From an optimization exercise on the open Yosys and OpenROAD flow, aimed at small area and a short achievable clock period; shortcuts taken in it are not production practice.
The RTL was checked by simulation tests, not by an equivalence proof against the original design.
No driver is modelled on the clock port, so clocking that relies on it looks cheaper here than on a real chip.
Power is estimated from default activity; no workload was simulated.

## mult_core_fast
module mult_core_fast (
    input                iclk        ,
    input                irst        ,
    input        [71:0]  idata       ,
    input        [71:0]  idata_kernel,
    input                icalc_en    ,
    output logic [7:0]   odata       ,
    output logic         odata_valid
);
    logic rin_1;
    logic rin_2;
    logic rin_3;
    logic rin_4;
    logic rin_5;
    logic rin_6;
    logic rin_7;
    logic rin_8;
    logic rin_9;
    logic rin_10;
    logic rin_11;
    logic rin_12;
    logic rin_13;
    logic rin_14;
    logic rin_15;
    logic rin_16;
    logic rin_17;
    logic rin_18;
    logic rin_19;
    logic rin_20;
    logic rin_21;
    logic rin_22;
    logic rin_23;
    logic rin_24;
    logic rin_25;
    logic rin_26;
    logic rin_27;
    logic rin_28;
    logic rin_29;
    logic rin_30;
    logic rin_31;
    logic rin_32;
    logic rin_33;
    logic rin_34;
    logic rin_35;
    logic rin_36;
    logic rin_37;
    logic rin_38;
    logic rin_39;
    logic rin_40;
    logic rin_41;
    logic rin_42;
    logic rin_43;
    logic rin_44;
    logic rin_45;
    logic rin_46;
    logic rin_47;
    logic rin_48;
    logic rin_49;
    logic rin_50;
    logic rin_51;
    logic rin_52;
    logic rin_53;
    logic rin_54;
    logic rin_55;
    logic rin_56;
    logic rin_57;
    logic rin_58;
    logic rin_59;
    logic rin_60;
    logic rin_61;
    logic rin_62;
    logic rin_63;
    logic rin_64;
    logic rin_65;
    logic rin_66;
    logic rin_67;
    logic rin_68;
    logic rin_69;
    logic rin_70;
    logic rin_71;
    logic rin_72;
    logic rin_73;
  ...
Settings: LEC_CHECK=0, CAP_MARGIN=20, CORE_MARGIN=2, CORE_UTILIZATION=65, SLEW_MARGIN=20, SYNTH_HIERARCHICAL=1; clock period 8.5 ns.
run.sh (not shown) runs the stock make flow with config.mk's settings and CLKGATE_MAP_FILE= SYNTH_SCRIPT=/design/flow/synth_recipe.tcl, a recipe that flattens the netlist after the stock synthesis.
Then changed:
==> flow/flow/run.sh (new file) <==
#!/bin/bash
# Standard layout, except that the port buffers are plain buf_1 cells instead of
# the default delay buffers. Each tool's output goes to its own log in this folder.
set -euo pipefail
export BUFFER_PORTS_ARGS="-buffer_cell sky130_fd_sc_hd__buf_1"
bash standard.sh > orfs_make.log 2>&1
==> flow/standard.sh (new file) <==
#!/bin/bash
# synth_recipe.tcl (not shown) runs the flow's synth.tcl, then flattens the netlist and writes it again
# the make line also repeats each setting of config.mk as NAME=value (left out here)
make -C /OpenROAD-flow-scripts/flow DESIGN_CONFIG=/design/flow/config.mk WORK_HOME=/design/flow/orfs CLKGATE_MAP_FILE= SYNTH_SCRIPT=/design/flow/synth_recipe.tcl "${@:-finish}"
removed: flow/run.sh
Result:
- die area is unchanged
- final cell count stays flat
- utilization went down by 2.3 points
- total power went up by 0.64%
Then changed:
==> flow/run.sh (new file) <==
#!/bin/bash
# synth_recipe.tcl (not shown) runs the flow's synth.tcl, then flattens the netlist and writes it again
# the make line also repeats each setting of config.mk as NAME=value (left out here)
make -C /OpenROAD-flow-scripts/flow DESIGN_CONFIG=/design/flow/config.mk WORK_HOME=/design/flow/orfs CLKGATE_MAP_FILE= SYNTH_SCRIPT=/design/flow/synth_recipe.tcl finish
Settings changed: SETUP_SLACK_MARGIN set to 4.7.
removed: flow/flow/run.sh
removed: flow/standard.sh
Result: The new run went through all stages and came out clean; worst setup slack gains 150 ps; global-route usage is higher by 1.0 points; clock skew rose by 7.2 ps; register-to-register slack improved by 150 ps; non-clock buffer count is higher by 20; routed wire length increases by about 5%; via count grows by about 3%; die area does not change; first-iteration DRC count drops by 1.3%; total power is higher by 3.7%; synthesized area does not change.
Then changed:
Settings changed: CORE_UTILIZATION 65 to 75, CTS_BUF_LIST set to sky130_fd_sc_hd__clkbuf_8, CTS_CLUSTER_SIZE set to 20, SETUP_SLACK_MARGIN 4.7 to not set.
- The changed run finished clean
- die area shrinks by 13%
- final area is lower by 3.2%
- synthesized cell count is unchanged
- final cell count went down by 1.9%
- worst hold slack improved by 11 ps
- first-iteration DRC count went up by 40%
- clock skew hardly moves
- critical path depth is unchanged
- total power goes down by 4.1%
- area after synthesis does not change

Another version of the RTL of mult_core_fast (not shown whole).
Size: roughly 2300 cells after synthesis, about 160 I/O pins, roughly 24000 um2 of cells after synthesis.
==> flow/design.v (excerpt) <==
module mult_core_fast (
    input                iclk        ,
    input                irst        ,
    input        [71:0]  idata       ,
    input        [71:0]  idata_kernel,
    input                icalc_en    ,
    output logic [7:0]   odata       ,
    output logic         odata_valid
);
export LEC_CHECK = 0
export CAP_MARGIN = 20
export CORE_MARGIN = 2
export CORE_UTILIZATION = 65
export CTS_CLUSTER_DIAMETER = 100
export CTS_CLUSTER_SIZE = 30
export SLEW_MARGIN = 20
export SYNTH_HIERARCHICAL = 1
create_clock -name core_clock -period 8.5 [get_ports {iclk}]
standard.sh (not shown) runs the stock make flow with config.mk's settings and CLKGATE_MAP_FILE= SYNTH_SCRIPT=/design/flow/synth_recipe.tcl, a recipe that flattens the netlist after the stock synthesis.
==> flow/flow/run.sh <==
#!/bin/bash
# Standard layout with two changes:
#  - the port buffers are plain buf_1 cells instead of the default delay buffers;
#  - after clock tree synthesis, flow/skew.tcl delays the clock of the two
#    internal register banks (rp_*: products, rs_*: adder-tree rows), whose
#    inputs and outputs are all other registers, to balance the three internal
#    register-to-register stages (useful skew). Registers next to ports
#    (rin_*, ro_*, valid_pipe) keep the tree's clock.
# From global routing on, timing repair keeps a hold margin (and, where set
# here, a setup margin) over the skewed clocks.
# Each tool's output goes to its own log in this folder.
set -euo pipefail
export BUFFER_PORTS_ARGS="-buffer_cell sky130_fd_sc_hd__buf_1"
bash standard.sh cts > orfs_to_cts.log 2>&1
R=orfs/results/sky130hd/mult_core_fast/base
export SKEW_IN=$R/4_1_cts.odb
export SKEW_OUT=$R/4_1_cts.odb
export SKEW_CLASSES="rp_* sky130_fd_sc_hd__clkdlybuf4s50_1 sky130_fd_sc_hd__clkbuf_1 ; rs_* sky130_fd_sc_hd__clkdlybuf4s50_1 sky130_fd_sc_hd__clkdlybuf4s50_1"
openroad -no_splash -exit flow/skew.tcl > skew.log 2>&1
cp $R/4_1_cts.odb $R/4_cts.odb
HOLD_SLACK_MARGIN=0.1 SETUP_SLACK_MARGIN=5.2 bash standard.sh > orfs_finish.log 2>&1
Other scripts of this flow, unchanged in this note and not shown: flow/flow/skew.tcl
Edit:
--- a/flow/flow/run.sh
+++ b/flow/flow/run.sh
@@ -20,2 +20,2 @@
 cp $R/4_1_cts.odb $R/4_cts.odb
-HOLD_SLACK_MARGIN=0.1 SETUP_SLACK_MARGIN=5.2 bash standard.sh > orfs_finish.log 2>&1
+HOLD_SLACK_MARGIN=0.1 bash standard.sh > orfs_finish.log 2>&1
Setup slack is worse by 0.23 ns.
Register-to-register slack is worse by 0.23 ns.
Cell count went down slightly.
Design area went down slightly.
Maximum frequency went down by a few percent.
Edit:
--- a/flow/flow/run.sh
+++ b/flow/flow/run.sh
@@ -8,4 +8,2 @@
 #    (rin_*, ro_*, valid_pipe) keep the tree's clock.
-# From global routing on, timing repair keeps a hold margin (and, where set
-# here, a setup margin) over the skewed clocks.
 # Each tool's output goes to its own log in this folder.
@@ -20,2 +18,2 @@
 cp $R/4_1_cts.odb $R/4_cts.odb
-HOLD_SLACK_MARGIN=0.1 bash standard.sh > orfs_finish.log 2>&1
+bash standard.sh > orfs_finish.log 2>&1
- CTS_CLUSTER_SIZE: 30 -> 40
Result: This time the run completed and failed the layout checks on hold timing. Critical path depth does not change. Sequential share of layout area climbs by 0.17 points. Wire length barely changes.

mult_core_fast, a different RTL version from the one above (not shown whole).
Size in the first run: about 2300 cells after synthesis, roughly 310 flip-flops, roughly 160 I/O pins.
export LEC_CHECK = 0
export CAP_MARGIN = 20
export CORE_MARGIN = 2
export CORE_UTILIZATION = 65
export SLEW_MARGIN = 20
export SYNTH_HIERARCHICAL = 1
create_clock -name core_clock -period 8.5 [get_ports {iclk}]
run.sh (not shown) runs the stock make flow with config.mk's settings and CLKGATE_MAP_FILE= SYNTH_SCRIPT=/design/flow/synth_recipe.tcl, a recipe that flattens the netlist after the stock synthesis.
Stock flow here: none of the scripts above is used.
Edit:
Settings changed: CORE_UTILIZATION 65 to 40.
After rerunning: First-iteration DRC count went down by 12%. Total power went up by about 2.7%. Worst hold slack got worse by 5.0 ps. Final area went up by about 2%. Die area went up by 61%. Area after synthesis does not change. Final cell count went up by 11%. Worst setup slack got worse by 210 ps. Core utilization went down by 28 points.

Setup of the previous run:
mult_core_fast, a different RTL version from the one above (not shown whole).
For scale: about 370 flip-flops, ~160 I/O pins, roughly 26,000 µm² of cells after synthesis.
Settings: LEC_CHECK=0, CAP_MARGIN=20, CORE_MARGIN=2, CORE_UTILIZATION=65, CTS_CLUSTER_DIAMETER=100, CTS_CLUSTER_SIZE=30, SLEW_MARGIN=20, SYNTH_HIERARCHICAL=1; clock period 8.5 ns.
standard.sh (not shown) runs the stock make flow with config.mk's settings and CLKGATE_MAP_FILE= SYNTH_SCRIPT=/design/flow/synth_recipe.tcl, a recipe that flattens the netlist after the stock synthesis.
==> flow/flow/run.sh <==
#!/bin/bash
set -euo pipefail
export BUFFER_PORTS_ARGS="-buffer_cell sky130_fd_sc_hd__buf_1"
bash standard.sh cts > orfs_to_cts.log 2>&1
R=orfs/results/sky130hd/mult_core_fast/base
export SKEW_IN=$R/4_1_cts.odb
export SKEW_OUT=$R/4_1_cts.odb
export SKEW_CLASSES="rp_* sky130_fd_sc_hd__clkdlybuf4s50_1 sky130_fd_sc_hd__clkdlybuf4s50_1 sky130_fd_sc_hd__clkbuf_1 sky130_fd_sc_hd__clkbuf_1 ; rt3_* sky130_fd_sc_hd__clkdlybuf4s50_1 ; rs_* sky130_fd_sc_hd__clkbuf_1"
openroad -no_splash -exit flow/skew.tcl > skew.log 2>&1
cp $R/4_1_cts.odb $R/4_cts.odb
HOLD_SLACK_MARGIN=0.2 SETUP_SLACK_MARGIN=5.8 bash standard.sh > orfs_finish.log 2>&1
Other scripts of this flow, unchanged in this note and not shown: flow/flow/skew.tcl
The previous run completed end to end with timing, DRC and antenna clean.
The inputs of the current run differ from those of the previous run as listed below.
==> flow/flow/run.sh <==
#!/bin/bash
set -euo pipefail
export BUFFER_PORTS_ARGS="-buffer_cell sky130_fd_sc_hd__buf_1"
bash standard.sh cts > orfs_to_cts.log 2>&1
R=orfs/results/sky130hd/mult_core_fast/base
export SKEW_IN=$R/4_1_cts.odb
export SKEW_OUT=$R/4_1_cts.odb
export SKEW_CLASSES="rp_* sky130_fd_sc_hd__clkdlybuf4s50_1 sky130_fd_sc_hd__clkdlybuf4s50_1 sky130_fd_sc_hd__clkbuf_1 ; rt3_* sky130_fd_sc_hd__clkdlybuf4s50_1 ; rs_* sky130_fd_sc_hd__clkbuf_1"
openroad -no_splash -exit flow/skew.tcl > skew.log 2>&1
cp $R/4_1_cts.odb $R/4_cts.odb
HOLD_SLACK_MARGIN=0.1 SETUP_SLACK_MARGIN=5.65 bash standard.sh > orfs_finish.log 2>&1
Notes after the runs:
- Number of antenna violations at the first check in global routing came out exactly the same in the current run and the previous run.
- The run showing the smaller sequential share of layout area is the previous run.
- The current run vs the previous run, number of search-and-repair iterations in the first detailed-routing pass went down by 1.
- On synthesis-stage register bit count, the previous run tracks the current run almost exactly.
- Diff the previous run -> the current run: count of routing violations after the opening detailed-route iteration down about 3.5%; routed wire length down 2.6 mm; fmax down 0.010 GHz.
- For the final cell count, the current run came in 150 lower than the previous run did.

-- what the ideal ports hide --
How much do the figures lean on ideal ports? The routed layouts below were timed once more, with nothing changed but the port constraints. Step 1 (the two cells are an assumption about what drives the block):
set clk [get_ports {iclk}]
set_driving_cell -lib_cell sky130_fd_sc_hd__clkbuf_16 $clk
set_driving_cell -lib_cell sky130_fd_sc_hd__buf_2 [delete_from_list [all_inputs] $clk]
Step 2, shift: input delay + t, output delay - t, t = (earliest + latest rising clock arrival at the registers) / 2. This alone moves slack from input paths to output paths. Three values: ideal, step 1, step 2; two values: the first two.
run	t, ns	slack for setup (ns)	hold slack, ns	clock arrival spread, ns	worst register clock-pin slew, ns	cell pins on the clock port's net
the first run of note 1	0.599	4.507 / 4.507 / 4.507	0.431 / 0.431 / 0.431	0.018 / 0.017	0.06 / 0.06	1
the second run of note 1	0.601	4.506 / 4.506 / 4.506	0.441 / 0.441 / 0.441	0.017 / 0.017	0.07 / 0.07	1
the third run of note 1	0.601	4.660 / 4.660 / 4.660	0.430 / 0.430 / 0.430	0.020 / 0.020	0.06 / 0.06	1
the fourth run of note 1	0.678	4.408 / 4.408 / 4.408	0.441 / 0.441 / 0.441	0.022 / 0.022	0.07 / 0.07	1
the first run of note 2	1.095	5.287 / 5.287 / 5.287	0.110 / 0.110 / 0.110	1.151 / 1.151	0.11 / 0.11	1
the second run of note 2	1.098	5.056 / 5.056 / 5.056	0.077 / 0.077 / 0.077	1.151 / 1.151	0.11 / 0.11	1
the third run of note 2	1.112	5.063 / 5.063 / 5.063	-0.012 / -0.012 / -0.012	1.167 / 1.168	0.11 / 0.11	1
the first run of note 3	0.611	3.675 / 3.617 / 4.228	0.440 / 0.440 / 0.440	0.022 / 0.022	0.06 / 0.06	1
the second run of note 3	0.620	3.460 / 3.397 / 4.017	0.435 / 0.435 / 0.435	0.012 / 0.012	0.06 / 0.06	1
the previous run	1.259	5.787 / 5.728 / 5.742	0.068 / 0.068 / 0.068	1.422 / 1.421	0.11 / 0.11	1
the current run	1.188	5.710 / 5.651 / 5.710	0.036 / 0.036 / 0.036	1.285 / 1.285	0.11 / 0.11	1
In 5 of these runs the clock reaches the registers at very different times; t lies between them, and the last value is a rough guide only. The setup slack of the previous run, which loses most, moves by -0.059 ns with the drivers and by -0.045 ns with both steps.
